What follows belongs to an exercise in optimizing a design on an open flow for small area and a short achievable clock period; a production flow would make more cautious choices.
In this exercise RTL edits were held to simulation tests only and were not proved equivalent to the original.

Setup of rev 12:
## bubble_sort
module bubble_sort (
    input  logic         clk,
    input  logic         rst_n,
    input  logic         in_vld,
    input  logic [255:0] data_in,
    output logic         out_vld,
    output logic [255:0] data_o
);
For scale: about 520 I/O pins, roughly 50000 um^2 of cells after synthesis.
==> flow/config.mk <==
export PLATFORM = sky130hd
export DESIGN_NAME = bubble_sort
export DESIGN_NICKNAME = bubble_sort
export VERILOG_FILES = /design/flow/design.v
export SDC_FILE = /design/flow/constraint.sdc
export NUM_CORES = 4
export LEC_CHECK = 0
export CAP_MARGIN = 20
export CORE_MARGIN = 2
export CORE_UTILIZATION = 50
export SLEW_MARGIN = 20
export SYNTH_HIERARCHICAL = 1
export SYNTH_MINIMUM_KEEP_SIZE = 0
==> flow/constraint.sdc <==
create_clock -name core_clock -period 45.0 [get_ports {clk}]
set_input_delay 9.0000 -clock core_clock [delete_from_list [all_inputs] [get_ports {clk}]]
set_output_delay 9.0000 -clock core_clock [all_outputs]
set_load 0.01 [all_outputs]
run.sh (not shown) runs the stock make flow with config.mk's settings and CLKGATE_MAP_FILE= SYNTH_SCRIPT=/design/flow/synth_recipe.tcl, a recipe that flattens the netlist after the stock synthesis.
Rev 12 went all the way through synthesis, placement and routing and the layout is clean on timing, DRC and antenna.
### rev 12 -> rev 13
--- a/flow/config.mk
+++ b/flow/config.mk
@@ -10,2 +10,3 @@
 export CORE_UTILIZATION = 50
+export CTS_BUF_LIST = sky130_fd_sc_hd__clkbuf_2 sky130_fd_sc_hd__clkbuf_4 sky130_fd_sc_hd__clkbuf_8
 export SLEW_MARGIN = 20
## What came out
Rev 13 closes out successfully: all stages finished, all timing, DRC and antenna checks passed. On number of non-clock buffers in the layout, rev 12 and rev 13 are basically level. In the metrics for rev 12 and rev 13, the one carrying the lower number of clock-tree buffers in the layout is rev 12. Rev 13: final-layout clock-cell area share 0.33 points above rev 12. Summary — ratio of final minimum period to clock period, rev 13 relative to rev 12: higher, by 0.37 points. When the final numbers for rev 12 and rev 13 were put side by side, the initial antenna violation count turned out to be smaller in rev 12. Comparing area overhead of the layout relative to synthesis for rev 12 and rev 13, the bigger number came from rev 13. Total of fill cells in the finished design: rev 12 vs rev 13, no meaningful difference. As of rev 13, timing-limited maximum frequency had fallen slightly compared to rev 12. Rev 13 vs rev 12 — final routed wire length divided by cell count dropped slightly.

## job 103
Another version of the RTL of bubble_sort (not shown whole).
Size in the first run: roughly 5600 cells after synthesis, ~780 flip-flops, roughly 520 I/O pins, about 0.049 sq mm of cells after synthesis.
==> flow/design.v (excerpt) <==
module bubble_sort (
    input  logic         clk,
    input  logic         rst_n,
    input  logic         in_vld,
    input  logic [255:0] data_in,
    output logic         out_vld,
    output logic [255:0] data_o
);
clock: 45.0 ns
lec_check: 0
cap_margin: 20
core_margin: 2
core_utilization: 50
cts_cluster_diameter: 120
cts_cluster_size: 30
slew_margin: 20
synth_hierarchical: 1
synth_minimum_keep_size: 0
standard.sh (not shown) runs the stock make flow with config.mk's settings and CLKGATE_MAP_FILE= SYNTH_SCRIPT=/design/flow/synth_recipe.tcl, a recipe that flattens the netlist after the stock synthesis.
==> flow/flow/run.sh <==
#!/bin/bash
# The standard layout (standard.sh: the standard synthesis and ORFS steps
# unchanged), except that the buffer ORFS puts on every input and output port
# is a sky130_fd_sc_hd__buf_1 instead of the cell buffer_ports picks by default.
set -euo pipefail
bash standard.sh "BUFFER_PORTS_ARGS=-buffer_cell sky130_fd_sc_hd__buf_1" finish > standard.log 2>&1
For job 105, these inputs were changed with respect to job 103:
Settings: CORE_UTILIZATION now 55, was 50.
Notes after the runs:
Going from job 103 to job 105, number of placed instances, taps included went down about 1.6%, final antenna diode count moved up. Fraction of area in multi-input gates ended up 0.20 points higher on job 105 than on job 103. In the tables for job 105 and job 103, total wirelength of the detailed-routed design reads higher with job 103. In job 105 relative to job 103, non-clock buffer count had gone down slightly. Between job 103 and job 105, the global-route wire length before repair figures differ only marginally. Min synthesis-to-finish area growth across job 105 and job 103: job 105. Job 105 against job 103: final area down about 0.34%, setup slack up 35 ps. Job 105 vs. job 103: number of antenna violations at the first check in global routing went up by 2. Lower post-detailed-placement cell area goes to job 105 over job 103.

Setup of job 7923:
bubble_sort, a different RTL version from the one above (not shown whole).
Size in the first run: about 790 flip-flops, roughly 49000 sq um of cells after synthesis.
==> flow/design.v (excerpt) <==
module bubble_sort (
    input  logic         clk,
    input  logic         rst_n,
    input  logic         in_vld,
    input  logic [255:0] data_in,
    output logic         out_vld,
    output logic [255:0] data_o
);
    logic [2:0] vld_q;
    always_ff @(posedge clk or negedge rst_n)
        if (!rst_n) vld_q <= '0;
        else vld_q <= {vld_q[1:0], in_vld};
    assign out_vld = vld_q[2];
    logic s_1_0_13;
    sort_cmp u_c_1_0_13 (.x(data_in[15:0]), .y(data_in[223:208]), .lt(s_1_0_13));
    logic s_1_1_12;
    sort_cmp u_c_1_1_12 (.x(data_in[31:16]), .y(data_in[207:192]), .lt(s_1_1_12));
    logic s_1_2_15;
    sort_cmp u_c_1_2_15 (.x(data_in[47:32]), .y(data_in[255:240]), .lt(s_1_2_15));
    logic s_1_3_14;
    sort_cmp u_c_1_3_14 (.x(data_in[63:48]), .y(data_in[239:224]), .lt(s_1_3_14));
    logic s_1_4_8;
    sort_cmp u_c_1_4_8 (.x(data_in[79:64]), .y(data_in[143:128]), .lt(s_1_4_8));
    logic s_1_5_6;
    sort_cmp u_c_1_5_6 (.x(data_in[95:80]), .y(data_in[111:96]), .lt(s_1_5_6));
    logic s_1_7_11;
    sort_cmp u_c_1_7_11 (.x(data_in[127:112]), .y(data_in[191:176]), .lt(s_1_7_11));
    logic s_1_9_10;
    sort_cmp u_c_1_9_10 (.x(data_in[159:144]), .y(data_in[175:160]), .lt(s_1_9_10));
    logic [15:0] r0_0;
    logic [15:0] r0_1;
    logic [15:0] r0_2;
    logic [15:0] r0_3;
    logic [15:0] r0_4;
    logic [15:0] r0_5;
    logic [15:0] r0_6;
    logic [15:0] r0_7;
    logic [15:0] r0_8;
    logic [15:0] r0_9;
    logic [15:0] r0_10;
    logic [15:0] r0_11;
    logic [15:0] r0_12;
    logic [15:0] r0_13;
    logic [15:0] r0_14;
    logic [15:0] r0_15;
    logic s_1_0_13_q;
    logic s_1_1_12_q;
    logic s_1_2_15_q;
    logic s_1_3_14_q;
    logic s_1_4_8_q;
    logic s_1_5_6_q;
    logic s_1_7_11_q;
    logic s_1_9_10_q;
    always_ff @(posedge clk) begin
        r0_0 <= data_in[15:0];
        r0_1 <= data_in[31:16];
        r0_2 <= data_in[47:32];
        r0_3 <= data_in[63:48];
        r0_4 <= data_in[79:64];
        r0_5 <= data_in[95:80];
        r0_6 <= data_in[111:96];
        r0_7 <= data_in[127:112];
        r0_8 <= data_in[143:128];
        r0_9 <= data_in[159:144];
  ...
clock: 45.0 ns
lec_check: 0
cap_margin: 20
core_margin: 2
core_utilization: 50
cts_cluster_diameter: 120
cts_cluster_size: 30
slew_margin: 20
synth_hierarchical: 1
synth_minimum_keep_size: 0
Scripts as last shown in full above: flow/flow/run.sh
In summary, job 7923 completed successfully, with a layout that passed the timing, design-rule and antenna checks.
The following lists how job 8917 was set up differently from job 7923:
Settings: CTS_CLUSTER_DIAMETER: 120 -> 80.
Notes after the runs:
Between job 8917 and job 7923, the difference in clock slew at the register clock pins of the worst setup and hold paths is negligible. Against job 7923, relative max-transition margin in job 8917 came out worse. Compare job 8917 and job 7923 | post-route worst setup slack higher: job 8917.
> inputs changed (job 8917 -> job 4059)
Settings: CTS_CLUSTER_DIAMETER: 80 -> unset; CTS_CLUSTER_SIZE: 30 -> unset.
==> flow/run.sh (new file) <==
#!/bin/bash
# synth_recipe.tcl (not shown) runs the flow's synth.tcl, then flattens the netlist and writes it again
# the make line also repeats each setting of config.mk as NAME=value (left out here)
make -C /OpenROAD-flow-scripts/flow DESIGN_CONFIG=/design/flow/config.mk WORK_HOME=/design/flow/orfs CLKGATE_MAP_FILE= SYNTH_SCRIPT=/design/flow/synth_recipe.tcl finish
removed: flow/flow/run.sh
removed: flow/standard.sh
Findings:
- From job 8917 to job 4059 the numbers moved as follows: final critical-path required period went up; met2 routing resource usage after global routing roughly the same; utilization went up 4.9 points; worst hold slack lost 6.2 ps.
- The total area of multi-input combinational cells of job 4059 and that of job 8917 are within noise of each other.
- Between job 8917 and job 4059, via count is higher for job 4059, job 8917 comes in under that.
- Job 4059 reports its first element of the critical path as r2_4[7] while job 8917 reports r2_3[7].

## afterwards: timing with drivers on the ports
How much do the figures lean on ideal ports? The routed layouts below were timed once more, with nothing changed but the port constraints. Step 1 sets driving cells, clkbuf_16 on the clock port and buf_2 on the other inputs (assumed; they add their load-dependent delay and slew). Step 2 times the ports against the registers' clock, not the clock port: input delays grow and output delays shrink by t, the midpoint of the rising clock arrivals with the driver on. a / b / c = ideal / step 1 / step 2; a / b = the first two.
run	t, ns	setup WS [ns]	worst hold slack (ns)
rev 12	0.744	34.419 / 34.340 / 34.295	0.324 / 0.324 / 0.324
rev 13	0.910	34.251 / 34.176 / 34.316	0.313 / 0.313 / 0.313
job 103	0.764	34.768 / 34.692 / 34.857	0.319 / 0.319 / 0.319
job 105	0.743	34.803 / 34.724 / 34.764	0.336 / 0.336 / 0.336
job 7923	0.734	34.778 / 34.703 / 34.900	0.335 / 0.335 / 0.335
job 8917	0.716	34.812 / 34.733 / 34.842	0.330 / 0.330 / 0.330
job 4059	0.740	34.425 / 34.348 / 34.453	0.324 / 0.324 / 0.324
After both steps every run listed still meets setup and hold. For rev 12, which loses most, drivers alone change the setup slack by -0.079 ns; drivers and shift together by -0.124 ns.
